Context: an optimization exercise on an open-source flow, tuned for small area. The choices shown serve that exercise and are no tape-out recipe.
In this exercise RTL edits were held to simulation tests only and were not proved equivalent to the original.

File: design.v
`timescale 1ns / 1ps
module neuron (
    input clk,
    input rst,
    input [3:0] x1_one,
    input [3:0] x1_two,
    input [3:0] x1_nz,
    input [3:0] x1_neg,
    input [3:0] x2_one,
    input [3:0] x2_two,
    input [3:0] x2_nz,
    input [3:0] x2_neg,
    input [7:0] w1,
    input [7:0] w2,
    input [7:0] b,
    output reg [8:0] y
);
    reg [8:0] u;
    reg [8:0] r;
    wire n0 = (~(x1_one[0] & w1[0])) ^ x1_neg[0];
    wire n1 = (~((x1_one[0] & w1[1]) | (x1_two[0] & w1[0]))) ^ x1_neg[0];
    wire n2 = (~((x1_one[0] & w1[2]) | (x1_two[0] & w1[1]))) ^ x1_neg[0];
    wire n3 = (~((x1_one[0] & w1[3]) | (x1_two[0] & w1[2]))) ^ x1_neg[0];
    wire n4 = (~((x1_one[0] & w1[4]) | (x1_two[0] & w1[3]))) ^ x1_neg[0];
    wire n5 = (~((x1_one[0] & w1[5]) | (x1_two[0] & w1[4]))) ^ x1_neg[0];
    wire n6 = (~((x1_one[0] & w1[6]) | (x1_two[0] & w1[5]))) ^ x1_neg[0];
    wire n7 = (~((x1_one[0] & w1[7]) | (x1_two[0] & w1[6]))) ^ x1_neg[0];
    wire n8 = (x1_nz[0] & w1[7]) ^ x1_neg[0];
    wire n9 = ~x1_neg[0];
    wire n10 = (~(x1_one[1] & w1[0])) ^ x1_neg[1];
    wire n11 = (~((x1_one[1] & w1[1]) | (x1_two[1] & w1[0]))) ^ x1_neg[1];
    wire n12 = (~((x1_one[1] & w1[2]) | (x1_two[1] & w1[1]))) ^ x1_neg[1];
    wire n13 = (~((x1_one[1] & w1[3]) | (x1_two[1] & w1[2]))) ^ x1_neg[1];
    wire n14 = (~((x1_one[1] & w1[4]) | (x1_two[1] & w1[3]))) ^ x1_neg[1];
    wire n15 = (~((x1_one[1] & w1[5]) | (x1_two[1] & w1[4]))) ^ x1_neg[1];
    wire n16 = (~((x1_one[1] & w1[6]) | (x1_two[1] & w1[5]))) ^ x1_neg[1];
    wire n17 = (~((x1_one[1] & w1[7]) | (x1_two[1] & w1[6]))) ^ x1_neg[1];
    wire n18 = (x1_nz[1] & w1[7]) ^ x1_neg[1];
    wire n19 = ~x1_neg[1];
    wire n20 = (~(x1_one[2] & w1[0])) ^ x1_neg[2];
    wire n21 = (~((x1_one[2] & w1[1]) | (x1_two[2] & w1[0]))) ^ x1_neg[2];
    wire n22 = (~((x1_one[2] & w1[2]) | (x1_two[2] & w1[1]))) ^ x1_neg[2];
    wire n23 = (~((x1_one[2] & w1[3]) | (x1_two[2] & w1[2]))) ^ x1_neg[2];
    wire n24 = (~((x1_one[2] & w1[4]) | (x1_two[2] & w1[3]))) ^ x1_neg[2];
    wire n25 = (~((x1_one[2] & w1[5]) | (x1_two[2] & w1[4]))) ^ x1_neg[2];
    wire n26 = (~((x1_one[2] & w1[6]) | (x1_two[2] & w1[5]))) ^ x1_neg[2];
    wire n27 = (~((x1_one[2] & w1[7]) | (x1_two[2] & w1[6]))) ^ x1_neg[2];
    wire n28 = (x1_nz[2] & w1[7]) ^ x1_neg[2];
    wire n29 = ~x1_neg[2];
    wire n30 = (~(x1_one[3] & w1[0])) ^ x1_neg[3];
    wire n31 = (~((x1_one[3] & w1[1]) | (x1_two[3] & w1[0]))) ^ x1_neg[3];
    wire n32 = (~((x1_one[3] & w1[2]) | (x1_two[3] & w1[1]))) ^ x1_neg[3];
    wire n33 = (~((x1_one[3] & w1[3]) | (x1_two[3] & w1[2]))) ^ x1_neg[3];
    wire n34 = (~((x1_one[3] & w1[4]) | (x1_two[3] & w1[3]))) ^ x1_neg[3];
    wire n35 = (~((x1_one[3] & w1[5]) | (x1_two[3] & w1[4]))) ^ x1_neg[3];
    wire n36 = (~((x1_one[3] & w1[6]) | (x1_two[3] & w1[5]))) ^ x1_neg[3];
    wire n37 = (~((x1_one[3] & w1[7]) | (x1_two[3] & w1[6]))) ^ x1_neg[3];
    wire n38 = (x1_nz[3] & w1[7]) ^ x1_neg[3];
    wire n39 = ~x1_neg[3];
    wire n40 = (~(x2_one[0] & w2[0])) ^ x2_neg[0];
    wire n41 = (~((x2_one[0] & w2[1]) | (x2_two[0] & w2[0]))) ^ x2_neg[0];
    wire n42 = (~((x2_one[0] & w2[2]) | (x2_two[0] & w2[1]))) ^ x2_neg[0];
    wire n43 = (~((x2_one[0] & w2[3]) | (x2_two[0] & w2[2]))) ^ x2_neg[0];
    wire n44 = (~((x2_one[0] & w2[4]) | (x2_two[0] & w2[3]))) ^ x2_neg[0];
    wire n45 = (~((x2_one[0] & w2[5]) | (x2_two[0] & w2[4]))) ^ x2_neg[0];
    wire n46 = (~((x2_one[0] & w2[6]) | (x2_two[0] & w2[5]))) ^ x2_neg[0];
    wire n47 = (~((x2_one[0] & w2[7]) | (x2_two[0] & w2[6]))) ^ x2_neg[0];
    wire n48 = (x2_nz[0] & w2[7]) ^ x2_neg[0];
    wire n49 = ~x2_neg[0];
    wire n50 = (~(x2_one[1] & w2[0])) ^ x2_neg[1];
    wire n51 = (~((x2_one[1] & w2[1]) | (x2_two[1] & w2[0]))) ^ x2_neg[1];
    wire n52 = (~((x2_one[1] & w2[2]) | (x2_two[1] & w2[1]))) ^ x2_neg[1];
    wire n53 = (~((x2_one[1] & w2[3]) | (x2_two[1] & w2[2]))) ^ x2_neg[1];
    wire n54 = (~((x2_one[1] & w2[4]) | (x2_two[1] & w2[3]))) ^ x2_neg[1];
    wire n55 = (~((x2_one[1] & w2[5]) | (x2_two[1] & w2[4]))) ^ x2_neg[1];
    wire n56 = (~((x2_one[1] & w2[6]) | (x2_two[1] & w2[5]))) ^ x2_neg[1];
    wire n57 = (~((x2_one[1] & w2[7]) | (x2_two[1] & w2[6]))) ^ x2_neg[1];
    wire n58 = (x2_nz[1] & w2[7]) ^ x2_neg[1];
    wire n59 = ~x2_neg[1];
    wire n60 = (~(x2_one[2] & w2[0])) ^ x2_neg[2];
    wire n61 = (~((x2_one[2] & w2[1]) | (x2_two[2] & w2[0]))) ^ x2_neg[2];
    wire n62 = (~((x2_one[2] & w2[2]) | (x2_two[2] & w2[1]))) ^ x2_neg[2];
    wire n63 = (~((x2_one[2] & w2[3]) | (x2_two[2] & w2[2]))) ^ x2_neg[2];
    wire n64 = (~((x2_one[2] & w2[4]) | (x2_two[2] & w2[3]))) ^ x2_neg[2];
    wire n65 = (~((x2_one[2] & w2[5]) | (x2_two[2] & w2[4]))) ^ x2_neg[2];
    wire n66 = (~((x2_one[2] & w2[6]) | (x2_two[2] & w2[5]))) ^ x2_neg[2];
    wire n67 = (~((x2_one[2] & w2[7]) | (x2_two[2] & w2[6]))) ^ x2_neg[2];
    wire n68 = (x2_nz[2] & w2[7]) ^ x2_neg[2];
    wire n69 = ~x2_neg[2];
    wire n70 = (~(x2_one[3] & w2[0])) ^ x2_neg[3];
    wire n71 = (~((x2_one[3] & w2[1]) | (x2_two[3] & w2[0]))) ^ x2_neg[3];
    wire n72 = (~((x2_one[3] & w2[2]) | (x2_two[3] & w2[1]))) ^ x2_neg[3];
    wire n73 = (~((x2_one[3] & w2[3]) | (x2_two[3] & w2[2]))) ^ x2_neg[3];
    wire n74 = (~((x2_one[3] & w2[4]) | (x2_two[3] & w2[3]))) ^ x2_neg[3];
    wire n75 = (~((x2_one[3] & w2[5]) | (x2_two[3] & w2[4]))) ^ x2_neg[3];
    wire n76 = (~((x2_one[3] & w2[6]) | (x2_two[3] & w2[5]))) ^ x2_neg[3];
    wire n77 = (~((x2_one[3] & w2[7]) | (x2_two[3] & w2[6]))) ^ x2_neg[3];
    wire n78 = (x2_nz[3] & w2[7]) ^ x2_neg[3];
    wire n79 = ~x2_neg[3];
    wire n80 = ~(~n9 & ~n0);
    wire n81 = ~(~n1 & ~n80);
    wire n82, n83;
    fa_cell u_n82 (.a(n19), .b(n2), .c(n10), .s(n82), .co(n83));
    wire n84 = ~(~n81 & ~n82);
    wire n85, n86;
    fa_cell u_n85 (.a(n3), .b(n11), .c(n83), .s(n85), .co(n86));
    wire n87 = ~(~n84 & ~n85);
    wire n88, n89;
    fa_cell u_n88 (.a(n29), .b(n4), .c(n12), .s(n88), .co(n89));
    wire n90, n91;
    fa_cell u_n90 (.a(n20), .b(n88), .c(n86), .s(n90), .co(n91));
    wire n92 = ~(~n87 & ~n90);
    wire n93, n94;
    fa_cell u_n93 (.a(n5), .b(n13), .c(n21), .s(n93), .co(n94));
    wire n95, n96;
    fa_cell u_n95 (.a(n89), .b(n93), .c(n91), .s(n95), .co(n96));
    wire n97 = ~(~n92 & ~n95);
    wire n98, n99;
    fa_cell u_n98 (.a(n39), .b(n6), .c(n14), .s(n98), .co(n99));
    wire n100, n101;
    fa_cell u_n100 (.a(n22), .b(n30), .c(n94), .s(n100), .co(n101));
    wire n102, n103;
    fa_cell u_n102 (.a(n98), .b(n100), .c(n96), .s(n102), .co(n103));
    wire n104 = ~(~n97 & ~n102);
    wire n105 = ~(~n49 & ~n40);
    wire n106 = ~(~n41 & ~n105);
    wire n107, n108;
    fa_cell u_n107 (.a(n59), .b(n42), .c(n50), .s(n107), .co(n108));
    wire n109 = ~(~n106 & ~n107);
    wire n110, n111;
    fa_cell u_n110 (.a(n43), .b(n51), .c(n108), .s(n110), .co(n111));
    wire n112 = ~(~n109 & ~n110);
    wire n113, n114;
    fa_cell u_n113 (.a(n69), .b(n44), .c(n52), .s(n113), .co(n114));
    wire n115, n116;
    fa_cell u_n115 (.a(n60), .b(n113), .c(n111), .s(n115), .co(n116));
    wire n117 = ~(~n112 & ~n115);
    wire n118, n119;
    fa_cell u_n118 (.a(n45), .b(n53), .c(n61), .s(n118), .co(n119));
    wire n120, n121;
    fa_cell u_n120 (.a(n114), .b(n118), .c(n116), .s(n120), .co(n121));
    wire n122 = ~(~n117 & ~n120);
    wire n123, n124;
    fa_cell u_n123 (.a(n79), .b(n46), .c(n54), .s(n123), .co(n124));
    wire n125, n126;
    fa_cell u_n125 (.a(n62), .b(n70), .c(n119), .s(n125), .co(n126));
    wire n127, n128;
    fa_cell u_n127 (.a(n123), .b(n125), .c(n121), .s(n127), .co(n128));
    wire n129 = ~(~n122 & ~n127);
    wire n130, n131;
    ha_cell u_n130 (.a(n7), .b(n15), .s(n130), .co(n131));
    wire n132, n133;
    fa_cell u_n132 (.a(n23), .b(n31), .c(n47), .s(n132), .co(n133));
    wire n134, n135;
    fa_cell u_n134 (.a(n55), .b(n63), .c(n71), .s(n134), .co(n135));
    wire n136, n137;
    fa_cell u_n136 (.a(n130), .b(n99), .c(n124), .s(n136), .co(n137));
    wire n138, n139;
    fa_cell u_n138 (.a(n132), .b(n134), .c(n101), .s(n138), .co(n139));
    wire n140, n141;
    fa_cell u_n140 (.a(n126), .b(n136), .c(n138), .s(n140), .co(n141));
    wire n142, n143;
    fa_cell u_n142 (.a(n140), .b(n103), .c(n128), .s(n142), .co(n143));
    wire n144, n145;
    fa_cell u_n144 (.a(n104), .b(n129), .c(n142), .s(n144), .co(n145));
    wire n146, n147;
    ha_cell u_n146 (.a(n8), .b(n16), .s(n146), .co(n147));
    wire n148, n149;
    fa_cell u_n148 (.a(n24), .b(n32), .c(n48), .s(n148), .co(n149));
    wire n150, n151;
    fa_cell u_n150 (.a(n56), .b(n64), .c(n72), .s(n150), .co(n151));
    wire n152, n153;
    fa_cell u_n152 (.a(n131), .b(n146), .c(n133), .s(n152), .co(n153));
    wire n154, n155;
    fa_cell u_n154 (.a(n135), .b(n148), .c(n150), .s(n154), .co(n155));
    wire n156, n157;
    fa_cell u_n156 (.a(n137), .b(n152), .c(n154), .s(n156), .co(n157));
    wire n158, n159;
    fa_cell u_n158 (.a(n139), .b(n156), .c(n141), .s(n158), .co(n159));
    wire n160, n161;
    fa_cell u_n160 (.a(n158), .b(n143), .c(n145), .s(n160), .co(n161));
    wire n162, n163;
    fa_cell u_n162 (.a(n17), .b(n25), .c(n33), .s(n162), .co(n163));
    wire n164, n165;
    fa_cell u_n164 (.a(n57), .b(n65), .c(n73), .s(n164), .co(n165));
    wire n166, n167;
    fa_cell u_n166 (.a(n147), .b(n149), .c(n151), .s(n166), .co(n167));
    wire n168, n169;
    fa_cell u_n168 (.a(n162), .b(n164), .c(n153), .s(n168), .co(n169));
    wire n170, n171;
    fa_cell u_n170 (.a(n155), .b(n166), .c(n168), .s(n170), .co(n171));
    wire n172, n173;
    fa_cell u_n172 (.a(n157), .b(n170), .c(n159), .s(n172), .co(n173));
    wire n174 = ~(~n172 & ~n161);
    wire n175 = ~(~n172 ^ ~n161);
    wire n176, n177;
    ha_cell u_n176 (.a(n18), .b(n26), .s(n176), .co(n177));
    wire n178, n179;
    fa_cell u_n178 (.a(n34), .b(n58), .c(n66), .s(n178), .co(n179));
    wire n180, n181;
    fa_cell u_n180 (.a(n74), .b(n176), .c(n163), .s(n180), .co(n181));
    wire n182, n183;
    fa_cell u_n182 (.a(n165), .b(n178), .c(n167), .s(n182), .co(n183));
    wire n184, n185;
    fa_cell u_n184 (.a(n180), .b(n169), .c(n182), .s(n184), .co(n185));
    wire n186, n187;
    fa_cell u_n186 (.a(n171), .b(n184), .c(n173), .s(n186), .co(n187));
    wire n188 = ~(~n186 & ~n174);
    wire n189 = ~(~n186 ^ ~n174);
    wire n190, n191;
    fa_cell u_n190 (.a(n27), .b(n35), .c(n67), .s(n190), .co(n191));
    wire n192, n193;
    fa_cell u_n192 (.a(n75), .b(n177), .c(n179), .s(n192), .co(n193));
    wire n194, n195;
    fa_cell u_n194 (.a(n190), .b(n181), .c(n192), .s(n194), .co(n195));
    wire n196, n197;
    fa_cell u_n196 (.a(n183), .b(n194), .c(n185), .s(n196), .co(n197));
    wire n198, n199;
    fa_cell u_n198 (.a(n196), .b(n187), .c(n188), .s(n198), .co(n199));
    wire n200, n201;
    ha_cell u_n200 (.a(n28), .b(n36), .s(n200), .co(n201));
    wire n202, n203;
    fa_cell u_n202 (.a(n68), .b(n76), .c(n200), .s(n202), .co(n203));
    wire n204, n205;
    fa_cell u_n204 (.a(n191), .b(n193), .c(n202), .s(n204), .co(n205));
    wire n206, n207;
    fa_cell u_n206 (.a(n195), .b(n204), .c(n197), .s(n206), .co(n207));
    wire n208 = ~(~n206 & ~n199);
    wire n209 = ~(~n206 ^ ~n199);
    wire n210, n211;
    fa_cell u_n210 (.a(n37), .b(n77), .c(n201), .s(n210), .co(n211));
    wire n212, n213;
    fa_cell u_n212 (.a(n203), .b(n210), .c(n205), .s(n212), .co(n213));
    wire n214, n215;
    fa_cell u_n214 (.a(n212), .b(n207), .c(n208), .s(n214), .co(n215));
    wire n216, n217;
    ha_cell u_n216 (.a(n38), .b(n78), .s(n216), .co(n217));
    wire n218, n219;
    fa_cell u_n218 (.a(n216), .b(n211), .c(n213), .s(n218), .co(n219));
    wire n220 = ~(~n218 & ~n215);
    wire n221 = ~(~n218 ^ ~n215);
    wire n222, n223;
    fa_cell u_n222 (.a(n217), .b(n219), .c(n220), .s(n222), .co(n223));
    wire [8:0] u_next = {n222, n221, n214, n209, n198, n189, n175, n160, n144};
    wire n224 = ~(b[0] | ~u[0]);
    wire n225 = b[0] ^ ~u[0];
    wire n226, n227;
    fa_cell u_n226 (.a(~b[1]), .b(u[1]), .c(n224), .s(n226), .co(n227));
    wire n228, n229;
    fa_cell u_n228 (.a(~b[2]), .b(u[2]), .c(n227), .s(n228), .co(n229));
    wire n230, n231;
    fa_cell u_n230 (.a(~b[3]), .b(u[3]), .c(n229), .s(n230), .co(n231));
    wire n232, n233;
    fa_cell u_n232 (.a(~b[4]), .b(u[4]), .c(n231), .s(n232), .co(n233));
    wire n234, n235;
    fa_cell u_n234 (.a(~b[5]), .b(u[5]), .c(n233), .s(n234), .co(n235));
    wire n236, n237;
    fa_cell u_n236 (.a(~b[6]), .b(u[6]), .c(n235), .s(n236), .co(n237));
    wire n238, n239;
    ha_cell u_n238 (.a(b[7]), .b(u[7]), .s(n238), .co(n239));
    wire n240 = ~(~n238 & ~n237);
    wire n241 = ~(~n238 ^ ~n237);
    wire n242, n243;
    fa_cell u_n242 (.a(~u[8]), .b(n239), .c(n240), .s(n242), .co(n243));
    wire [8:0] r_next = {(~n242 & ~n243), (~n241 & ~n243), (~n236 & ~n243), (~n234 & ~n243), (~n232 & ~n243), (~n230 & ~n243), (~n228 & ~n243), (~n226 & ~n243), (~n225 & ~n243)};
    always @(posedge clk or posedge rst) begin
        if (rst) begin
            u <= 9'd0;
            r <= 9'd0;
            y <= 9'd0;
        end else begin
            u <= u_next;
            r <= r_next;
            y <= r;
        end
    end
endmodule
module fa_cell (
    input a,
    input b,
    input c,
    output s,
    output co
);
    assign s = a ^ b ^ c;
    assign co = (a & b) | (a & c) | (b & c);
endmodule
module ha_cell (
    input a,
    input b,
    output s,
    output co
);
    assign s = a ^ b;
    assign co = a & b;
endmodule
`timescale 1ns / 1ps
module layer_1 (
    input clk,
    input rst,
    input [7:0] input_energy,
    input [7:0] input_isol,
    input [7:0] w1_1,
    input [7:0] w1_2,
    input [7:0] b1,
    input [7:0] w2_1,
    input [7:0] w2_2,
    input [7:0] b2,
    input [7:0] w3_1,
    input [7:0] w3_2,
    input [7:0] b3,
    output [8:0] n1_out,
    output [8:0] n2_out,
    output [8:0] n3_out
);
    wire [3:0] e_one, e_two, e_nz, e_neg, i_one, i_two, i_nz, i_neg;
    booth_enc EE (.x(input_energy), .one(e_one), .two(e_two), .nz(e_nz), .neg(e_neg));
    booth_enc EI (.x(input_isol), .one(i_one), .two(i_two), .nz(i_nz), .neg(i_neg));
    neuron N1 (.clk(clk), .rst(rst), .x1_one(e_one), .x1_two(e_two), .x1_nz(e_nz), .x1_neg(e_neg),
               .x2_one(i_one), .x2_two(i_two), .x2_nz(i_nz), .x2_neg(i_neg), .w1(w1_1), .w2(w1_2), .b(b1), .y(n1_out));
    neuron N2 (.clk(clk), .rst(rst), .x1_one(e_one), .x1_two(e_two), .x1_nz(e_nz), .x1_neg(e_neg),
               .x2_one(i_one), .x2_two(i_two), .x2_nz(i_nz), .x2_neg(i_neg), .w1(w2_1), .w2(w2_2), .b(b2), .y(n2_out));
    neuron N3 (.clk(clk), .rst(rst), .x1_one(e_one), .x1_two(e_two), .x1_nz(e_nz), .x1_neg(e_neg),
               .x2_one(i_one), .x2_two(i_two), .x2_nz(i_nz), .x2_neg(i_neg), .w1(w3_1), .w2(w3_2), .b(b3), .y(n3_out));
endmodule
module booth_enc (
    input [7:0] x,
    output [3:0] one,
    output [3:0] two,
    output [3:0] nz,
    output [3:0] neg
);
    wire [8:0] xe = {x, 1'b0};
    genvar k;
    generate
        for (k = 0; k < 4; k = k + 1) begin : dig
            wire hi = xe[2*k+2] ^ xe[2*k+1];
            assign one[k] = xe[2*k+1] ^ xe[2*k];
            assign two[k] = hi & ~one[k];
            assign nz[k] = hi | one[k];
            assign neg[k] = xe[2*k+2];
        end
    endgenerate
endmodule
`timescale 1ns / 1ps
module layer_2 (
    input [8:0] n1,
    input [8:0] n2,
    input [8:0] n3,
    input [7:0] w1,
    input [7:0] w2,
    input [7:0] w3,
    input [7:0] b,
    output trigger
);
    wire m0 = ~(n1[0] & w1[0]);
    wire m1 = ~(n1[0] & w1[1]);
    wire m2 = ~(n1[0] & w1[2]);
    wire m3 = ~(n1[0] & w1[3]);
    wire m4 = ~(n1[0] & w1[4]);
    wire m5 = ~(n1[0] & w1[5]);
    wire m6 = ~(n1[0] & w1[6]);
    wire m7 = n1[0] & w1[7];
    wire m8 = ~(n1[1] & w1[0]);
    wire m9 = ~(n1[1] & w1[1]);
    wire m10 = ~(n1[1] & w1[2]);
    wire m11 = ~(n1[1] & w1[3]);
    wire m12 = ~(n1[1] & w1[4]);
    wire m13 = ~(n1[1] & w1[5]);
    wire m14 = ~(n1[1] & w1[6]);
    wire m15 = n1[1] & w1[7];
    wire m16 = ~(n1[2] & w1[0]);
    wire m17 = ~(n1[2] & w1[1]);
    wire m18 = ~(n1[2] & w1[2]);
    wire m19 = ~(n1[2] & w1[3]);
    wire m20 = ~(n1[2] & w1[4]);
    wire m21 = ~(n1[2] & w1[5]);
    wire m22 = ~(n1[2] & w1[6]);
    wire m23 = n1[2] & w1[7];
    wire m24 = ~(n1[3] & w1[0]);
    wire m25 = ~(n1[3] & w1[1]);
    wire m26 = ~(n1[3] & w1[2]);
    wire m27 = ~(n1[3] & w1[3]);
    wire m28 = ~(n1[3] & w1[4]);
    wire m29 = ~(n1[3] & w1[5]);
    wire m30 = ~(n1[3] & w1[6]);
    wire m31 = n1[3] & w1[7];
    wire m32 = ~(n1[4] & w1[0]);
    wire m33 = ~(n1[4] & w1[1]);
    wire m34 = ~(n1[4] & w1[2]);
    wire m35 = ~(n1[4] & w1[3]);
    wire m36 = ~(n1[4] & w1[4]);
    wire m37 = ~(n1[4] & w1[5]);
    wire m38 = ~(n1[4] & w1[6]);
    wire m39 = n1[4] & w1[7];
    wire m40 = ~(n1[5] & w1[0]);
    wire m41 = ~(n1[5] & w1[1]);
    wire m42 = ~(n1[5] & w1[2]);
    wire m43 = ~(n1[5] & w1[3]);
    wire m44 = ~(n1[5] & w1[4]);
    wire m45 = ~(n1[5] & w1[5]);
    wire m46 = ~(n1[5] & w1[6]);
    wire m47 = n1[5] & w1[7];
    wire m48 = ~(n1[6] & w1[0]);
    wire m49 = ~(n1[6] & w1[1]);
    wire m50 = ~(n1[6] & w1[2]);
    wire m51 = ~(n1[6] & w1[3]);
    wire m52 = ~(n1[6] & w1[4]);
    wire m53 = ~(n1[6] & w1[5]);
    wire m54 = ~(n1[6] & w1[6]);
    wire m55 = n1[6] & w1[7];
    wire m56 = ~(n1[7] & w1[0]);
    wire m57 = ~((n1[7] & w1[1]) | (n1[8] & w1[0]));
    wire m58 = ~((n1[7] & w1[2]) | (n1[8] & w1[1]));
    wire m59 = ~((n1[7] & w1[3]) | (n1[8] & w1[2]));
    wire m60 = ~((n1[7] & w1[4]) | (n1[8] & w1[3]));
    wire m61 = ~((n1[7] & w1[5]) | (n1[8] & w1[4]));
    wire m62 = ~((n1[7] & w1[6]) | (n1[8] & w1[5]));
    wire m63 = ~((n1[7] & w1[7]) | (n1[8] & w1[6]));
    wire m64 = (n1[7] | n1[8]) & w1[7];
    wire m65 = ~(n2[0] & w2[0]);
    wire m66 = ~(n2[0] & w2[1]);
    wire m67 = ~(n2[0] & w2[2]);
    wire m68 = ~(n2[0] & w2[3]);
    wire m69 = ~(n2[0] & w2[4]);
    wire m70 = ~(n2[0] & w2[5]);
    wire m71 = ~(n2[0] & w2[6]);
    wire m72 = n2[0] & w2[7];
    wire m73 = ~(n2[1] & w2[0]);
    wire m74 = ~(n2[1] & w2[1]);
    wire m75 = ~(n2[1] & w2[2]);
    wire m76 = ~(n2[1] & w2[3]);
    wire m77 = ~(n2[1] & w2[4]);
    wire m78 = ~(n2[1] & w2[5]);
    wire m79 = ~(n2[1] & w2[6]);
    wire m80 = n2[1] & w2[7];
    wire m81 = ~(n2[2] & w2[0]);
    wire m82 = ~(n2[2] & w2[1]);
    wire m83 = ~(n2[2] & w2[2]);
    wire m84 = ~(n2[2] & w2[3]);
    wire m85 = ~(n2[2] & w2[4]);
    wire m86 = ~(n2[2] & w2[5]);
    wire m87 = ~(n2[2] & w2[6]);
    wire m88 = n2[2] & w2[7];
    wire m89 = ~(n2[3] & w2[0]);
    wire m90 = ~(n2[3] & w2[1]);
    wire m91 = ~(n2[3] & w2[2]);
    wire m92 = ~(n2[3] & w2[3]);
    wire m93 = ~(n2[3] & w2[4]);
    wire m94 = ~(n2[3] & w2[5]);
    wire m95 = ~(n2[3] & w2[6]);
    wire m96 = n2[3] & w2[7];
    wire m97 = ~(n2[4] & w2[0]);
    wire m98 = ~(n2[4] & w2[1]);
    wire m99 = ~(n2[4] & w2[2]);
    wire m100 = ~(n2[4] & w2[3]);
    wire m101 = ~(n2[4] & w2[4]);
    wire m102 = ~(n2[4] & w2[5]);
    wire m103 = ~(n2[4] & w2[6]);
    wire m104 = n2[4] & w2[7];
    wire m105 = ~(n2[5] & w2[0]);
    wire m106 = ~(n2[5] & w2[1]);
    wire m107 = ~(n2[5] & w2[2]);
    wire m108 = ~(n2[5] & w2[3]);
    wire m109 = ~(n2[5] & w2[4]);
    wire m110 = ~(n2[5] & w2[5]);
    wire m111 = ~(n2[5] & w2[6]);
    wire m112 = n2[5] & w2[7];
    wire m113 = ~(n2[6] & w2[0]);
    wire m114 = ~(n2[6] & w2[1]);
    wire m115 = ~(n2[6] & w2[2]);
    wire m116 = ~(n2[6] & w2[3]);
    wire m117 = ~(n2[6] & w2[4]);
    wire m118 = ~(n2[6] & w2[5]);
    wire m119 = ~(n2[6] & w2[6]);
    wire m120 = n2[6] & w2[7];
    wire m121 = ~(n2[7] & w2[0]);
    wire m122 = ~((n2[7] & w2[1]) | (n2[8] & w2[0]));
    wire m123 = ~((n2[7] & w2[2]) | (n2[8] & w2[1]));
    wire m124 = ~((n2[7] & w2[3]) | (n2[8] & w2[2]));
    wire m125 = ~((n2[7] & w2[4]) | (n2[8] & w2[3]));
    wire m126 = ~((n2[7] & w2[5]) | (n2[8] & w2[4]));
    wire m127 = ~((n2[7] & w2[6]) | (n2[8] & w2[5]));
    wire m128 = ~((n2[7] & w2[7]) | (n2[8] & w2[6]));
    wire m129 = (n2[7] | n2[8]) & w2[7];
    wire m130 = ~(n3[0] & w3[0]);
    wire m131 = ~(n3[0] & w3[1]);
    wire m132 = ~(n3[0] & w3[2]);
    wire m133 = ~(n3[0] & w3[3]);
    wire m134 = ~(n3[0] & w3[4]);
    wire m135 = ~(n3[0] & w3[5]);
    wire m136 = ~(n3[0] & w3[6]);
    wire m137 = n3[0] & w3[7];
    wire m138 = ~(n3[1] & w3[0]);
    wire m139 = ~(n3[1] & w3[1]);
    wire m140 = ~(n3[1] & w3[2]);
    wire m141 = ~(n3[1] & w3[3]);
    wire m142 = ~(n3[1] & w3[4]);
    wire m143 = ~(n3[1] & w3[5]);
    wire m144 = ~(n3[1] & w3[6]);
    wire m145 = n3[1] & w3[7];
    wire m146 = ~(n3[2] & w3[0]);
    wire m147 = ~(n3[2] & w3[1]);
    wire m148 = ~(n3[2] & w3[2]);
    wire m149 = ~(n3[2] & w3[3]);
    wire m150 = ~(n3[2] & w3[4]);
    wire m151 = ~(n3[2] & w3[5]);
    wire m152 = ~(n3[2] & w3[6]);
    wire m153 = n3[2] & w3[7];
    wire m154 = ~(n3[3] & w3[0]);
    wire m155 = ~(n3[3] & w3[1]);
    wire m156 = ~(n3[3] & w3[2]);
    wire m157 = ~(n3[3] & w3[3]);
    wire m158 = ~(n3[3] & w3[4]);
    wire m159 = ~(n3[3] & w3[5]);
    wire m160 = ~(n3[3] & w3[6]);
    wire m161 = n3[3] & w3[7];
    wire m162 = ~(n3[4] & w3[0]);
    wire m163 = ~(n3[4] & w3[1]);
    wire m164 = ~(n3[4] & w3[2]);
    wire m165 = ~(n3[4] & w3[3]);
    wire m166 = ~(n3[4] & w3[4]);
    wire m167 = ~(n3[4] & w3[5]);
    wire m168 = ~(n3[4] & w3[6]);
    wire m169 = n3[4] & w3[7];
    wire m170 = ~(n3[5] & w3[0]);
    wire m171 = ~(n3[5] & w3[1]);
    wire m172 = ~(n3[5] & w3[2]);
    wire m173 = ~(n3[5] & w3[3]);
    wire m174 = ~(n3[5] & w3[4]);
    wire m175 = ~(n3[5] & w3[5]);
    wire m176 = ~(n3[5] & w3[6]);
    wire m177 = n3[5] & w3[7];
    wire m178 = ~(n3[6] & w3[0]);
    wire m179 = ~(n3[6] & w3[1]);
    wire m180 = ~(n3[6] & w3[2]);
    wire m181 = ~(n3[6] & w3[3]);
    wire m182 = ~(n3[6] & w3[4]);
    wire m183 = ~(n3[6] & w3[5]);
    wire m184 = ~(n3[6] & w3[6]);
    wire m185 = n3[6] & w3[7];
    wire m186 = ~(n3[7] & w3[0]);
    wire m187 = ~((n3[7] & w3[1]) | (n3[8] & w3[0]));
    wire m188 = ~((n3[7] & w3[2]) | (n3[8] & w3[1]));
    wire m189 = ~((n3[7] & w3[3]) | (n3[8] & w3[2]));
    wire m190 = ~((n3[7] & w3[4]) | (n3[8] & w3[3]));
    wire m191 = ~((n3[7] & w3[5]) | (n3[8] & w3[4]));
    wire m192 = ~((n3[7] & w3[6]) | (n3[8] & w3[5]));
    wire m193 = ~((n3[7] & w3[7]) | (n3[8] & w3[6]));
    wire m194 = (n3[7] | n3[8]) & w3[7];
    wire m195 = ~(~m1 & ~m8);
    wire m196, m197;
    fa_cell u_m196 (.a(m2), .b(m9), .c(m16), .s(m196), .co(m197));
    wire m198 = ~(~m195 & ~m196);
    wire m199, m200;
    fa_cell u_m199 (.a(m3), .b(m10), .c(m17), .s(m199), .co(m200));
    wire m201, m202;
    fa_cell u_m201 (.a(m24), .b(m197), .c(m199), .s(m201), .co(m202));
    wire m203 = ~(~m198 & ~m201);
    wire m204, m205;
    fa_cell u_m204 (.a(m4), .b(m11), .c(m18), .s(m204), .co(m205));
    wire m206, m207;
    fa_cell u_m206 (.a(m25), .b(m32), .c(m200), .s(m206), .co(m207));
    wire m208, m209;
    fa_cell u_m208 (.a(m204), .b(m202), .c(m206), .s(m208), .co(m209));
    wire m210 = ~(~m203 & ~m208);
    wire m211, m212;
    fa_cell u_m211 (.a(m5), .b(m12), .c(m19), .s(m211), .co(m212));
    wire m213, m214;
    fa_cell u_m213 (.a(m26), .b(m33), .c(m40), .s(m213), .co(m214));
    wire m215, m216;
    fa_cell u_m215 (.a(m205), .b(m211), .c(m213), .s(m215), .co(m216));
    wire m217, m218;
    fa_cell u_m217 (.a(m207), .b(m215), .c(m209), .s(m217), .co(m218));
    wire m219 = ~(~m210 & ~m217);
    wire m220, m221;
    fa_cell u_m220 (.a(m6), .b(m13), .c(m20), .s(m220), .co(m221));
    wire m222, m223;
    fa_cell u_m222 (.a(m27), .b(m34), .c(m41), .s(m222), .co(m223));
    wire m224, m225;
    fa_cell u_m224 (.a(m48), .b(m212), .c(m214), .s(m224), .co(m225));
    wire m226, m227;
    fa_cell u_m226 (.a(m220), .b(m222), .c(m216), .s(m226), .co(m227));
    wire m228, m229;
    fa_cell u_m228 (.a(m224), .b(m226), .c(m218), .s(m228), .co(m229));
    wire m230 = ~(~m219 & ~m228);
    wire m231 = ~(~m66 & ~m73);
    wire m232, m233;
    fa_cell u_m232 (.a(m67), .b(m74), .c(m81), .s(m232), .co(m233));
    wire m234 = ~(~m231 & ~m232);
    wire m235, m236;
    fa_cell u_m235 (.a(m68), .b(m75), .c(m82), .s(m235), .co(m236));
    wire m237, m238;
    fa_cell u_m237 (.a(m89), .b(m233), .c(m235), .s(m237), .co(m238));
    wire m239 = ~(~m234 & ~m237);
    wire m240, m241;
    fa_cell u_m240 (.a(m69), .b(m76), .c(m83), .s(m240), .co(m241));
    wire m242, m243;
    fa_cell u_m242 (.a(m90), .b(m97), .c(m236), .s(m242), .co(m243));
    wire m244, m245;
    fa_cell u_m244 (.a(m240), .b(m238), .c(m242), .s(m244), .co(m245));
    wire m246 = ~(~m239 & ~m244);
    wire m247, m248;
    fa_cell u_m247 (.a(m70), .b(m77), .c(m84), .s(m247), .co(m248));
    wire m249, m250;
    fa_cell u_m249 (.a(m91), .b(m98), .c(m105), .s(m249), .co(m250));
    wire m251, m252;
    fa_cell u_m251 (.a(m241), .b(m247), .c(m249), .s(m251), .co(m252));
    wire m253, m254;
    fa_cell u_m253 (.a(m243), .b(m251), .c(m245), .s(m253), .co(m254));
    wire m255 = ~(~m246 & ~m253);
    wire m256, m257;
    fa_cell u_m256 (.a(m71), .b(m78), .c(m85), .s(m256), .co(m257));
    wire m258, m259;
    fa_cell u_m258 (.a(m92), .b(m99), .c(m106), .s(m258), .co(m259));
    wire m260, m261;
    fa_cell u_m260 (.a(m113), .b(m248), .c(m250), .s(m260), .co(m261));
    wire m262, m263;
    fa_cell u_m262 (.a(m256), .b(m258), .c(m252), .s(m262), .co(m263));
    wire m264, m265;
    fa_cell u_m264 (.a(m260), .b(m262), .c(m254), .s(m264), .co(m265));
    wire m266 = ~(~m255 & ~m264);
    wire m267 = ~(~m131 & ~m138);
    wire m268, m269;
    fa_cell u_m268 (.a(m132), .b(m139), .c(m146), .s(m268), .co(m269));
    wire m270 = ~(~m267 & ~m268);
    wire m271, m272;
    fa_cell u_m271 (.a(m133), .b(m140), .c(m147), .s(m271), .co(m272));
    wire m273, m274;
    fa_cell u_m273 (.a(m154), .b(m269), .c(m271), .s(m273), .co(m274));
    wire m275 = ~(~m270 & ~m273);
    wire m276, m277;
    fa_cell u_m276 (.a(m134), .b(m141), .c(m148), .s(m276), .co(m277));
    wire m278, m279;
    fa_cell u_m278 (.a(m155), .b(m162), .c(m272), .s(m278), .co(m279));
    wire m280, m281;
    fa_cell u_m280 (.a(m276), .b(m274), .c(m278), .s(m280), .co(m281));
    wire m282 = ~(~m275 & ~m280);
    wire m283, m284;
    fa_cell u_m283 (.a(m135), .b(m142), .c(m149), .s(m283), .co(m284));
    wire m285, m286;
    fa_cell u_m285 (.a(m156), .b(m163), .c(m170), .s(m285), .co(m286));
    wire m287, m288;
    fa_cell u_m287 (.a(m277), .b(m283), .c(m285), .s(m287), .co(m288));
    wire m289, m290;
    fa_cell u_m289 (.a(m279), .b(m287), .c(m281), .s(m289), .co(m290));
    wire m291 = ~(~m282 & ~m289);
    wire m292, m293;
    fa_cell u_m292 (.a(m136), .b(m143), .c(m150), .s(m292), .co(m293));
    wire m294, m295;
    fa_cell u_m294 (.a(m157), .b(m164), .c(m171), .s(m294), .co(m295));
    wire m296, m297;
    fa_cell u_m296 (.a(m178), .b(m284), .c(m286), .s(m296), .co(m297));
    wire m298, m299;
    fa_cell u_m298 (.a(m292), .b(m294), .c(m288), .s(m298), .co(m299));
    wire m300, m301;
    fa_cell u_m300 (.a(m296), .b(m298), .c(m290), .s(m300), .co(m301));
    wire m302 = ~(~m291 & ~m300);
    wire m303, m304;
    fa_cell u_m303 (.a(~b[0]), .b(m7), .c(m14), .s(m303), .co(m304));
    wire m305, m306;
    fa_cell u_m305 (.a(m21), .b(m28), .c(m35), .s(m305), .co(m306));
    wire m307, m308;
    fa_cell u_m307 (.a(m42), .b(m49), .c(m56), .s(m307), .co(m308));
    wire m309, m310;
    fa_cell u_m309 (.a(m72), .b(m79), .c(m86), .s(m309), .co(m310));
    wire m311, m312;
    fa_cell u_m311 (.a(m93), .b(m100), .c(m107), .s(m311), .co(m312));
    wire m313, m314;
    fa_cell u_m313 (.a(m114), .b(m121), .c(m137), .s(m313), .co(m314));
    wire m315, m316;
    fa_cell u_m315 (.a(m144), .b(m151), .c(m158), .s(m315), .co(m316));
    wire m317, m318;
    fa_cell u_m317 (.a(m165), .b(m172), .c(m179), .s(m317), .co(m318));
    wire m319, m320;
    fa_cell u_m319 (.a(m186), .b(m221), .c(m223), .s(m319), .co(m320));
    wire m321, m322;
    fa_cell u_m321 (.a(m257), .b(m259), .c(m293), .s(m321), .co(m322));
    wire m323, m324;
    fa_cell u_m323 (.a(m295), .b(m303), .c(m305), .s(m323), .co(m324));
    wire m325, m326;
    fa_cell u_m325 (.a(m307), .b(m309), .c(m311), .s(m325), .co(m326));
    wire m327, m328;
    fa_cell u_m327 (.a(m313), .b(m315), .c(m317), .s(m327), .co(m328));
    wire m329, m330;
    fa_cell u_m329 (.a(m225), .b(m261), .c(m297), .s(m329), .co(m330));
    wire m331, m332;
    fa_cell u_m331 (.a(m319), .b(m321), .c(m323), .s(m331), .co(m332));
    wire m333, m334;
    fa_cell u_m333 (.a(m325), .b(m327), .c(m227), .s(m333), .co(m334));
    wire m335, m336;
    fa_cell u_m335 (.a(m263), .b(m299), .c(m329), .s(m335), .co(m336));
    wire m337, m338;
    fa_cell u_m337 (.a(m331), .b(m333), .c(m335), .s(m337), .co(m338));
    wire m339, m340;
    fa_cell u_m339 (.a(m229), .b(m265), .c(m301), .s(m339), .co(m340));
    wire m341, m342;
    fa_cell u_m341 (.a(m337), .b(m230), .c(m266), .s(m341), .co(m342));
    wire m343 = (m302 & m339) | (m302 & m341) | (m339 & m341);
    wire m344 = ~(b[1] | ~m15);
    wire m345 = b[1] ^ ~m15;
    wire m346, m347;
    fa_cell u_m346 (.a(m22), .b(m29), .c(m36), .s(m346), .co(m347));
    wire m348, m349;
    fa_cell u_m348 (.a(m43), .b(m50), .c(m57), .s(m348), .co(m349));
    wire m350, m351;
    fa_cell u_m350 (.a(m80), .b(m87), .c(m94), .s(m350), .co(m351));
    wire m352, m353;
    fa_cell u_m352 (.a(m101), .b(m108), .c(m115), .s(m352), .co(m353));
    wire m354, m355;
    fa_cell u_m354 (.a(m122), .b(m145), .c(m152), .s(m354), .co(m355));
    wire m356, m357;
    fa_cell u_m356 (.a(m159), .b(m166), .c(m173), .s(m356), .co(m357));
    wire m358, m359;
    fa_cell u_m358 (.a(m180), .b(m187), .c(m345), .s(m358), .co(m359));
    wire m360, m361;
    fa_cell u_m360 (.a(m304), .b(m306), .c(m308), .s(m360), .co(m361));
    wire m362, m363;
    fa_cell u_m362 (.a(m310), .b(m312), .c(m314), .s(m362), .co(m363));
    wire m364, m365;
    fa_cell u_m364 (.a(m316), .b(m318), .c(m346), .s(m364), .co(m365));
    wire m366, m367;
    fa_cell u_m366 (.a(m348), .b(m350), .c(m352), .s(m366), .co(m367));
    wire m368, m369;
    fa_cell u_m368 (.a(m354), .b(m356), .c(m320), .s(m368), .co(m369));
    wire m370, m371;
    fa_cell u_m370 (.a(m322), .b(m358), .c(m324), .s(m370), .co(m371));
    wire m372, m373;
    fa_cell u_m372 (.a(m326), .b(m328), .c(m360), .s(m372), .co(m373));
    wire m374, m375;
    fa_cell u_m374 (.a(m362), .b(m364), .c(m366), .s(m374), .co(m375));
    wire m376, m377;
    fa_cell u_m376 (.a(m330), .b(m368), .c(m332), .s(m376), .co(m377));
    wire m378, m379;
    fa_cell u_m378 (.a(m370), .b(m372), .c(m374), .s(m378), .co(m379));
    wire m380, m381;
    fa_cell u_m380 (.a(m334), .b(m336), .c(m376), .s(m380), .co(m381));
    wire m382, m383;
    fa_cell u_m382 (.a(m378), .b(m338), .c(m380), .s(m382), .co(m383));
    wire m384, m385;
    fa_cell u_m384 (.a(m340), .b(m342), .c(m382), .s(m384), .co(m385));
    wire m386 = ~(~m343 & ~m384);
    wire m387, m388;
    fa_cell u_m387 (.a(~b[2]), .b(m23), .c(m30), .s(m387), .co(m388));
    wire m389, m390;
    fa_cell u_m389 (.a(m37), .b(m44), .c(m51), .s(m389), .co(m390));
    wire m391, m392;
    fa_cell u_m391 (.a(m58), .b(m88), .c(m95), .s(m391), .co(m392));
    wire m393, m394;
    fa_cell u_m393 (.a(m102), .b(m109), .c(m116), .s(m393), .co(m394));
    wire m395, m396;
    fa_cell u_m395 (.a(m123), .b(m153), .c(m160), .s(m395), .co(m396));
    wire m397, m398;
    fa_cell u_m397 (.a(m167), .b(m174), .c(m181), .s(m397), .co(m398));
    wire m399, m400;
    fa_cell u_m399 (.a(m188), .b(m344), .c(m347), .s(m399), .co(m400));
    wire m401, m402;
    fa_cell u_m401 (.a(m349), .b(m351), .c(m353), .s(m401), .co(m402));
    wire m403, m404;
    fa_cell u_m403 (.a(m355), .b(m357), .c(m387), .s(m403), .co(m404));
    wire m405, m406;
    fa_cell u_m405 (.a(m389), .b(m391), .c(m393), .s(m405), .co(m406));
    wire m407, m408;
    fa_cell u_m407 (.a(m395), .b(m397), .c(m359), .s(m407), .co(m408));
    wire m409, m410;
    fa_cell u_m409 (.a(m361), .b(m363), .c(m365), .s(m409), .co(m410));
    wire m411, m412;
    fa_cell u_m411 (.a(m367), .b(m399), .c(m401), .s(m411), .co(m412));
    wire m413, m414;
    fa_cell u_m413 (.a(m403), .b(m405), .c(m369), .s(m413), .co(m414));
    wire m415, m416;
    fa_cell u_m415 (.a(m407), .b(m371), .c(m373), .s(m415), .co(m416));
    wire m417, m418;
    fa_cell u_m417 (.a(m375), .b(m409), .c(m411), .s(m417), .co(m418));
    wire m419, m420;
    fa_cell u_m419 (.a(m413), .b(m415), .c(m377), .s(m419), .co(m420));
    wire m421, m422;
    fa_cell u_m421 (.a(m417), .b(m379), .c(m381), .s(m421), .co(m422));
    wire m423, m424;
    fa_cell u_m423 (.a(m419), .b(m383), .c(m421), .s(m423), .co(m424));
    wire m425 = (m385 & m423) | (m385 & m386) | (m423 & m386);
    wire m426, m427;
    fa_cell u_m426 (.a(~b[3]), .b(m31), .c(m38), .s(m426), .co(m427));
    wire m428, m429;
    fa_cell u_m428 (.a(m45), .b(m52), .c(m59), .s(m428), .co(m429));
    wire m430, m431;
    fa_cell u_m430 (.a(m96), .b(m103), .c(m110), .s(m430), .co(m431));
    wire m432, m433;
    fa_cell u_m432 (.a(m117), .b(m124), .c(m161), .s(m432), .co(m433));
    wire m434, m435;
    fa_cell u_m434 (.a(m168), .b(m175), .c(m182), .s(m434), .co(m435));
    wire m436, m437;
    fa_cell u_m436 (.a(m189), .b(m388), .c(m390), .s(m436), .co(m437));
    wire m438, m439;
    fa_cell u_m438 (.a(m392), .b(m394), .c(m396), .s(m438), .co(m439));
    wire m440, m441;
    fa_cell u_m440 (.a(m398), .b(m426), .c(m428), .s(m440), .co(m441));
    wire m442, m443;
    fa_cell u_m442 (.a(m430), .b(m432), .c(m434), .s(m442), .co(m443));
    wire m444, m445;
    fa_cell u_m444 (.a(m400), .b(m402), .c(m404), .s(m444), .co(m445));
    wire m446, m447;
    fa_cell u_m446 (.a(m406), .b(m436), .c(m438), .s(m446), .co(m447));
    wire m448, m449;
    fa_cell u_m448 (.a(m440), .b(m442), .c(m408), .s(m448), .co(m449));
    wire m450, m451;
    fa_cell u_m450 (.a(m410), .b(m412), .c(m444), .s(m450), .co(m451));
    wire m452, m453;
    fa_cell u_m452 (.a(m446), .b(m414), .c(m448), .s(m452), .co(m453));
    wire m454, m455;
    fa_cell u_m454 (.a(m416), .b(m418), .c(m450), .s(m454), .co(m455));
    wire m456, m457;
    fa_cell u_m456 (.a(m452), .b(m420), .c(m454), .s(m456), .co(m457));
    wire m458, m459;
    fa_cell u_m458 (.a(m422), .b(m456), .c(m424), .s(m458), .co(m459));
    wire m460 = ~(~m458 & ~m425);
    wire m461, m462;
    fa_cell u_m461 (.a(~b[4]), .b(m39), .c(m46), .s(m461), .co(m462));
    wire m463, m464;
    fa_cell u_m463 (.a(m53), .b(m60), .c(m104), .s(m463), .co(m464));
    wire m465, m466;
    fa_cell u_m465 (.a(m111), .b(m118), .c(m125), .s(m465), .co(m466));
    wire m467, m468;
    fa_cell u_m467 (.a(m169), .b(m176), .c(m183), .s(m467), .co(m468));
    wire m469, m470;
    fa_cell u_m469 (.a(m190), .b(m427), .c(m429), .s(m469), .co(m470));
    wire m471, m472;
    fa_cell u_m471 (.a(m431), .b(m433), .c(m435), .s(m471), .co(m472));
    wire m473, m474;
    fa_cell u_m473 (.a(m461), .b(m463), .c(m465), .s(m473), .co(m474));
    wire m475, m476;
    fa_cell u_m475 (.a(m467), .b(m437), .c(m439), .s(m475), .co(m476));
    wire m477, m478;
    fa_cell u_m477 (.a(m441), .b(m443), .c(m469), .s(m477), .co(m478));
    wire m479, m480;
    fa_cell u_m479 (.a(m471), .b(m473), .c(m445), .s(m479), .co(m480));
    wire m481, m482;
    fa_cell u_m481 (.a(m447), .b(m475), .c(m477), .s(m481), .co(m482));
    wire m483, m484;
    fa_cell u_m483 (.a(m449), .b(m479), .c(m451), .s(m483), .co(m484));
    wire m485, m486;
    fa_cell u_m485 (.a(m481), .b(m453), .c(m455), .s(m485), .co(m486));
    wire m487, m488;
    fa_cell u_m487 (.a(m483), .b(m457), .c(m485), .s(m487), .co(m488));
    wire m489 = (m487 & m459) | (m487 & m460) | (m459 & m460);
    wire m490, m491;
    fa_cell u_m490 (.a(~b[5]), .b(m47), .c(m54), .s(m490), .co(m491));
    wire m492, m493;
    fa_cell u_m492 (.a(m61), .b(m112), .c(m119), .s(m492), .co(m493));
    wire m494, m495;
    fa_cell u_m494 (.a(m126), .b(m177), .c(m184), .s(m494), .co(m495));
    wire m496, m497;
    fa_cell u_m496 (.a(m191), .b(m462), .c(m464), .s(m496), .co(m497));
    wire m498, m499;
    fa_cell u_m498 (.a(m466), .b(m468), .c(m490), .s(m498), .co(m499));
    wire m500, m501;
    fa_cell u_m500 (.a(m492), .b(m494), .c(m470), .s(m500), .co(m501));
    wire m502, m503;
    fa_cell u_m502 (.a(m472), .b(m474), .c(m496), .s(m502), .co(m503));
    wire m504, m505;
    fa_cell u_m504 (.a(m498), .b(m476), .c(m478), .s(m504), .co(m505));
    wire m506, m507;
    fa_cell u_m506 (.a(m500), .b(m502), .c(m480), .s(m506), .co(m507));
    wire m508, m509;
    fa_cell u_m508 (.a(m504), .b(m482), .c(m484), .s(m508), .co(m509));
    wire m510, m511;
    fa_cell u_m510 (.a(m506), .b(m486), .c(m508), .s(m510), .co(m511));
    wire m512 = (m488 & m510) | (m488 & m489) | (m510 & m489);
    wire m513, m514;
    fa_cell u_m513 (.a(~b[6]), .b(m55), .c(m62), .s(m513), .co(m514));
    wire m515, m516;
    fa_cell u_m515 (.a(m120), .b(m127), .c(m185), .s(m515), .co(m516));
    wire m517, m518;
    fa_cell u_m517 (.a(m192), .b(m491), .c(m493), .s(m517), .co(m518));
    wire m519, m520;
    fa_cell u_m519 (.a(m495), .b(m513), .c(m515), .s(m519), .co(m520));
    wire m521, m522;
    fa_cell u_m521 (.a(m497), .b(m499), .c(m517), .s(m521), .co(m522));
    wire m523, m524;
    fa_cell u_m523 (.a(m519), .b(m501), .c(m503), .s(m523), .co(m524));
    wire m525, m526;
    fa_cell u_m525 (.a(m521), .b(m505), .c(m523), .s(m525), .co(m526));
    wire m527, m528;
    fa_cell u_m527 (.a(m507), .b(m525), .c(m509), .s(m527), .co(m528));
    wire m529 = (m511 & m527) | (m511 & m512) | (m527 & m512);
    wire m530, m531;
    fa_cell u_m530 (.a(b[7]), .b(m63), .c(m128), .s(m530), .co(m531));
    wire m532, m533;
    fa_cell u_m532 (.a(m193), .b(m514), .c(m516), .s(m532), .co(m533));
    wire m534, m535;
    fa_cell u_m534 (.a(m530), .b(m518), .c(m520), .s(m534), .co(m535));
    wire m536, m537;
    fa_cell u_m536 (.a(m532), .b(m522), .c(m534), .s(m536), .co(m537));
    wire m538, m539;
    fa_cell u_m538 (.a(m524), .b(m536), .c(m526), .s(m538), .co(m539));
    wire m540 = (m538 & m528) | (m538 & m529) | (m528 & m529);
    wire m541, m542;
    ha_cell u_m541 (.a(m64), .b(m129), .s(m541), .co(m542));
    wire m543, m544;
    fa_cell u_m543 (.a(m194), .b(m541), .c(m531), .s(m543), .co(m544));
    wire m545, m546;
    fa_cell u_m545 (.a(m533), .b(m543), .c(m535), .s(m545), .co(m546));
    wire m547, m548;
    fa_cell u_m547 (.a(m545), .b(m537), .c(m539), .s(m547), .co(m548));
    wire m549 = ~(~m547 & ~m540);
    wire m550, m551;
    ha_cell u_m550 (.a(m542), .b(m544), .s(m550), .co(m551));
    wire m552, m553;
    fa_cell u_m552 (.a(m550), .b(m546), .c(m548), .s(m552), .co(m553));
    wire m554 = ~(~m552 & ~m549);
    wire m555 = (m551 & m553) | (m551 & m554) | (m553 & m554);
    assign trigger = ~m555;
endmodule
`timescale 1ns / 1ps
module nano_trigger (
    input clk,
    input rst,
    input signed [7:0] energy,
    input signed [7:0] isol,
    input signed [7:0] w1_1,
    input signed [7:0] w1_2,
    input signed [7:0] b1,
    input signed [7:0] w2_1,
    input signed [7:0] w2_2,
    input signed [7:0] b2,
    input signed [7:0] w3_1,
    input signed [7:0] w3_2,
    input signed [7:0] b3,
    input signed [7:0] l2_w1,
    input signed [7:0] l2_w2,
    input signed [7:0] l2_w3,
    input signed [7:0] l2_b,
    output trigger
);
    wire [8:0] l1_n1;
    wire [8:0] l1_n2;
    wire [8:0] l1_n3;
    layer_1 L1 (
        .clk(clk),
        .rst(rst),
        .input_energy(energy),
        .input_isol(isol),
        .w1_1(w1_1), .w1_2(w1_2), .b1(b1),
        .w2_1(w2_1), .w2_2(w2_2), .b2(b2),
        .w3_1(w3_1), .w3_2(w3_2), .b3(b3),
        .n1_out(l1_n1),
        .n2_out(l1_n2),
        .n3_out(l1_n3)
    );
    layer_2 L2 (
        .n1(l1_n1),
        .n2(l1_n2),
        .n3(l1_n3),
        .w1(l2_w1), .w2(l2_w2), .w3(l2_w3), .b(l2_b),
        .trigger(trigger)
    );
endmodule
File: run.sh
#!/bin/bash
# synth_recipe.tcl (not shown) runs the flow's synth.tcl, then flattens the netlist and writes it again
# the make line also repeats each setting of config.mk as NAME=value (left out here)
make -C /OpenROAD-flow-scripts/flow DESIGN_CONFIG=/design/flow/config.mk WORK_HOME=/design/flow/orfs CLKGATE_MAP_FILE= SYNTH_SCRIPT=/design/flow/synth_recipe.tcl finish
File: config.mk
export PLATFORM = sky130hd
export DESIGN_NAME = nano_trigger
export DESIGN_NICKNAME = nano_trigger
export VERILOG_FILES = /design/flow/design.v
export SDC_FILE = /design/flow/constraint.sdc
export NUM_CORES = 4
export LEC_CHECK = 0
export CAP_MARGIN = 20
export CORE_MARGIN = 2
export CORE_UTILIZATION = 40
export SLEW_MARGIN = 20
export SYNTH_HIERARCHICAL = 1
File: constraint.sdc
create_clock -name core_clock -period 18.0 [get_ports {clk}]
set_input_delay 3.6000 -clock core_clock [delete_from_list [all_inputs] [get_ports {clk}]]
set_output_delay 3.6000 -clock core_clock [all_outputs]
set_load 0.01 [all_outputs]
==> results of run 1 <==
-- modules after synthesis (local to each module, per instance), excerpt --
module	flops+latches	cells	copies in the design	cell area (sq um)
booth_enc	0	30	2	195
fa_cell	0	1	352	20.0
ha_cell	0	1	20	12.5
layer_2	0	248	1	1160
neuron	27	245	3	2270
-- stage by stage --
| step | util | instance area (sq um) | cells |
|---|---|---|---|
| finish | 0.444 | 17200 | 1972 |
| detailed placement | 0.436 | 16900 | 1956 |
| CTS | 0.444 | 17200 | 1972 |
| floorplan | - | 15700 | 1415 |
| global placement | 0.436 | 16900 | 1956 |
| global route | 0.444 | 17200 | 1972 |
-- cell type report --
class,count,area [sq um]
well taps,518,648
flip-flops and latches,81,2030
multi-input cells,1108,12400
repair buffers,140,1360
clock buffers,9,225
fillers,3701,21500
inverters,109,409
clock inverters,7,76.3
-- sequential cells by signal, indices dropped and copies added (netlist names) --
| register | flops |
|---|---|
| L1.N1.r | 9 |
| L1.N1.u | 9 |
| L1.N1.y | 9 |
| L1.N2.r | 9 |
| L1.N2.u | 9 |
| L1.N2.y | 9 |
| L1.N3.r | 9 |
| L1.N3.u | 9 |
| L1.N3.y | 9 |
-- placed cells by master, fill, tap and decap left out, types with 18 or more instances in the layout --
cell type	count
clkdlybuf4s50_1	122
inv_2	18
nand2_1	188
a22oi_1	157
fa_1	352
xnor2_1	168
buf_4	18
a22oi_2	27
dfrtp_1	81
nor2_1	40
xor2_1	36
inv_1	89
ha_1	39
and2_1	20
-- worst paths after layout --
| check | from | to | slack, ns | cells after the start |
|---|---|---|---|---|
| min | L1.N1.r[7] | L1.N1.y[7] | 0.35 | 0 |
| max in group asynchronous | rst | L1.N1.u[7] | 13.42 | 2 |
| min reg2reg | L1.N1.r[7] | L1.N1.y[7] | 0.35 | 0 |
| max reg2reg | L1.N2.u[0] | L1.N2.r[3] | 14.15 | 12 |
| max | l2_w1[2] | trigger | 4.93 | 16 |
| min in group asynchronous | rst | L1.N2.u[7] | 3.86 | 2 |
-- per-layer routing --
layer	GRT usage	routed length (microns)	vias to the layer above
li1	-	-	4599
met5	0	0	-
met3	0.0150	1690	27
met2	0.348	19800	297
met4	0.0420	660	0
met1	0.249	15400	5385
-- cells by family after synthesis --
group / Yosys count / share of synthesized area
AOI/OAI and AO/OA: 213 / 0.110
xor gates and xnor gates: 210 / 0.117
adders and majority gates: 391 / 0.481
buffers and inverters: 226 / 0.0815
DFF: 81 / 0.129
and+or+nand+nor: 294 / 0.0809
==> flow_summary.toml, run 1 <==
[synth]
synth_nets = 1928
ys_seq_elements = 81
synth_edf_count = 0
syn_inst = 1415
synth.most_common_cell = "fa_1"
yosys.area.top_type = "fa_1"
yosysSeqAreaShare = 0.129
syn_area_sq_um = 15700
synth_top_area_share = 0.450
avgSynthCellArea_sq_um = 11.1
synth_commonest_cells = "fa_1 (352), nand2_1 (188), xnor2_1 (168)"
synth_flop_cell = "dfrtp_1"
ys_warn_count = 7
synth_area_leaders = "fa_1 (45%), dfrtp_1 (13%), xnor2_1 (9.4%)"
synth.distinct_cells = 40
synthArstFlopShare = 1.00

[route]
routed_wl_microns = 37600
vias = 10300
drc = 0
post_drt_via_cell_ratio = 5.23
drtPass1Iterations = 5
drtIter0Drc = 613
ant_nets = 0
wl_per_cell_microns = 19.1

[cts]
cts.path.max_buffers = 2
numCtsBuffers = 9
insertion_delay_ns = 0.33
cts_setup_buffers = 0
cts_resized = 0
cts_root_buffer = "clkbuf_16"
clk_pin_slew_ns = 0.06
htree_levels = 3
cts.sinks = 81
cts_tree = "yes"
cts_hold_buf = 0

[grt]
grt_max_degree = 32
grtUsageTotal = 0.191
grt_pass1_wl_microns = 61100
grt_pass1_vias = 11200
overflow = 0
antenna_found_initial = 0

[sta]
slew_violations = 0
setup_violations = 0
worst_pin_slew_ns = 0.963
finalHoldWorstSlack_ns = 0.348
fmax_mhz = 76.5
setup_tns_ns = 0
setup_ws_ns = 4.93
rsz0062_at_grt = "no"
period_needed_ns = 13.07
relSlewSlack = 0.357
hold_viol = 0
post-route-period-util = 0.726
clock-skew-final_ns = 0.00546

[outcome]
status = "timing/DRC/antenna clean"

[placement]
dp_hpwl_microns = 31800
globalplace.congestion = 0.927
pre_cts_ws_ns = 4.91
io_buffers = 122

[worst_setup_path]
cp-start-kind = "primary input"
crit_family = "adder cells"
crit_top_cell = "fa_1"
crit_arrival_ns = 9.47
critPathMaxStageDelay_ns = 0.69
critPathBufInv = 2
path_class = "in -> out"
path_max_fanout = 9
cp-end-kind = "output pin"
crit_required_ns = 14.40
crit_chain = "clkdlybuf4s50_1 -> nand2_1 -> fa_1 -> fa_1 -> fa_1 -> fa_1 -> fa_1 -> nor4_1 -> nand3_1 -> fa_1 -> fa_1 -> or2_2 -> a2111oi_2 -> nor2_1 -> o211ai_2 -> clkdlybuf4s50_1"
slowest_stage = "clkdlybuf4s50_1"

[cells_and_area]
diodes = 0
drive_gt1_frac = 0.0653
areaGrowthSynthToFinish_pct = 9.51
final_nets = 1962

[die]
die_w_microns = 202
rows = 72
die_h_microns = 202
fp.coreArea_sq_um = 38600
pin_count = 123
start_util = 0.406
die-area_sq_um = 40800

[run]
maxCapViolations = 0

[worst_hold_path]
hp-class = "reg -> reg"
==> inputs of run 2 (changes only) <==
--- a/config.mk
+++ b/config.mk
@@ -10,2 +10,3 @@
 export CORE_UTILIZATION = 40
+export CTS_BUF_LIST = sky130_fd_sc_hd__clkbuf_8
 export SLEW_MARGIN = 20
==> run 2 against run 1 <==
Sequential cell count is the same. Via count down 0.13%. Critical path depth did not move. Hold slack improved by 0.0047 ns. Sequential share of layout area grew 0.070 points. First-iteration DRC count fell by 4.9%. Clock skew is 0.0017 ns higher. Critical endpoint unchanged. Die area is the same. Still clean on timing, DRC and antenna. Critical path type unchanged. Core utilization decreased by 0.26 points. Synthesized cell count did not move. Cell count unchanged. Synthesized area unchanged.
==> flow_summary.toml, run 2 <==
[outcome]
status = "timing/DRC/antenna clean"

[worst_setup_path]
crit_required_ns = 14.40
crit_top_cell = "fa_1"
cp-start-kind = "primary input"
r2r_setup_slack_ns = 14.15
slowest_stage = "clkdlybuf4s50_1"
path_max_fanout = 9
critPathMaxStageDelay_ns = 0.70
crit_arrival_ns = 9.48
path_class = "in -> out"
cp-end-kind = "output pin"
crit_chain = "clkdlybuf4s50_1 -> nand2_1 -> fa_1 -> fa_1 -> fa_1 -> fa_1 -> fa_1 -> nor4_1 -> nand3_1 -> fa_1 -> fa_1 -> or2_2 -> a2111oi_2 -> nor2_1 -> o211ai_2 -> clkdlybuf4s50_1"

[sta]
setup_ws_ns = 4.92
setup_violations = 0
post-route-period-util = 0.726
period_needed_ns = 13.08
worst_pin_slew_ns = 0.966
setup_tns_ns = 0
fmax_mhz = 76.5
clock-skew-final_ns = 0.00711
rsz0062_at_grt = "no"
slew_violations = 0
relSlewSlack = 0.355
hold_viol = 0
finalHoldWorstSlack_ns = 0.353

[synth]
ys_seq_elements = 81
synth_area_leaders = "fa_1 (45%), dfrtp_1 (13%), xnor2_1 (9.4%)"
synth_nets = 1928
synth.distinct_cells = 40
yosys.area.top_type = "fa_1"
synth_flop_cell = "dfrtp_1"
yosysSeqAreaShare = 0.129
synth.area.mux_share = 0
synth-simple-area-share = 0.0809
ys_warn_count = 7
synth_top_area_share = 0.450
syn_inst = 1415
synth_compound_area_frac = 0.110
synthAdderAreaFrac = 0.481
synth_edf_count = 0
synth_commonest_cells = "fa_1 (352), nand2_1 (188), xnor2_1 (168)"
syn_area_sq_um = 15700
synth_top_family_by_area = "adder cells"
synthXorXnorAreaFrac = 0.117
synthArstFlopShare = 1.00
synth.most_common_cell = "fa_1"
avgSynthCellArea_sq_um = 11.1

[route]
drtIter0Drc = 583
post_drt_via_cell_ratio = 5.22
drtPass1Iterations = 5
wl_per_cell_microns = 19.1
vias = 10300
drc = 0
routed_wl_microns = 37600
ant_nets = 0

[cts]
cts_hold_buf = 0
htree_levels = 3
insertion_delay_ns = 0.36
clk_pin_slew_ns = 0.09
numCtsBuffers = 9
cts_resized = 0
cts.path.max_buffers = 2
cts_tree = "yes"
cts_setup_buffers = 0
cts_root_buffer = "clkbuf_8"
cts.sinks = 81

[die]
die_w_microns = 202
die_h_microns = 202
die-area_sq_um = 40800
pin_count = 123
start_util = 0.406
fp.coreArea_sq_um = 38600
rows = 72

[placement]
dp_cells = 1956
globalplace.congestion = 0.927
io_buffers = 122
pre_cts_ws_ns = 4.91
placedInstanceArea_sq_um = 16900
dp_hpwl_microns = 31800

[cells_and_area]
diodes = 0
areaGrowthSynthToFinish_pct = 8.87
final_cells = 1972
drive_gt1_frac = 0.0653
final_common_cell = "fa_1"
finalInstanceArea_sq_um = 17100
fin_util = 0.442
final_nets = 1962
layout_common_cells = "fa_1 (352), nand2_1 (188), xnor2_1 (168)"

[run]
maxCapViolations = 0

[worst_hold_path]
hp-class = "reg -> reg"

[grt]
grt_max_degree = 32
antenna_found_initial = 0
grt_pass1_vias = 11200
grtUsageTotal = 0.192
overflow = 0
grt_pass1_wl_microns = 61000
==> run 2: cell counts after synthesis <==
No cell type changed its count.
==> run 2: worst paths after layout <==
kind	from	to	cells after the start
worst max-delay path	l2_w1[2]	trigger	16
worst min-delay path	L1.N1.r[7]	L1.N1.y[7]	0
worst max register to register	L1.N2.u[0]	L1.N2.r[4]	12
worst min register to register	L1.N1.r[7]	L1.N1.y[7]	0
max in group asynchronous	rst	L1.N1.r[1]	2
min in group asynchronous	rst	L1.N2.u[7]	2
==> run 2: cells by family (layout without fill, tap and decap cells) <==
| family | after synthesis | after routing |
|---|---|---|
| AO/OA/AOI/OAI | 213 | 213 |
| buffers and inverters | 226 | 265 |
| XOR/XNOR | 210 | 210 |
| AND/OR/NAND/NOR | 294 | 294 |
| adder cells (fa/ha/maj) | 391 | 391 |
| flip-flops | 81 | 81 |
==> run 2: Yosys stat by module, one instance, submodules excluded, a selection <==
module	times used	flops+latches	area, sq um
neuron	3	27	2270
layer_2	1	0	1160
ha_cell	20	0	12.5
booth_enc	2	0	195
fa_cell	352	0	20.0
==> run 2: layer usage <==
layer  vias to the layer above  GRT usage  part of all wire
li1                       4594          -                 -
met1                      5332      0.248              0.41
met2                       325      0.344              0.52
met3                        44     0.0161             0.046
met4                         0     0.0530             0.025
met5                         -          0                 0
==> run 2: worst max-delay path, delay by kind of cell <==
kind	cells	cell delay (ns)
buffers and inverters	2	1.25
adders and majority gates	7	3.08
AOI/OAI and AO/OA	2	0.55
and+or+nand+nor	5	1.01
==> run 2: final cells by class <==
type | instances | area [sq um]
fillers | 3713 | 21600
multi-input cells | 1108 | 12400
flip-flops and latches | 81 | 2030
repair buffers | 140 | 1360
well taps | 518 | 648
inverters | 109 | 409
clock buffers | 9 | 124
clock inverters | 7 | 76.3

-- re-timing with driven ports --
The results above use ideal ports. As a check the final layouts listed here were re-extracted and re-timed, cells and wires unchanged. Step 1, drivers: a clkbuf_16 drives clk and a buf_2 each remaining input, both assumed. Step 2, shift: input delay + t, output delay - t, t = (earliest + latest rising clock arrival at the registers) / 2. This alone moves slack from input paths to output paths. Three values: no drivers, after step 1, after step 2; two values: the first two.
run | t (ns) | setup WS [ns] | worst register clock-pin slew, ns
run 1 | 0.371 | 4.930 / 4.895 / 4.895 | 0.07 / 0.07
run 2 | 0.391 | 4.923 / 4.887 / 4.887 | 0.09 / 0.09
After both steps setup and hold are still met in every run listed. For run 2, which loses most, drivers alone change the setup slack by -0.036 ns; drivers and shift together by -0.036 ns.
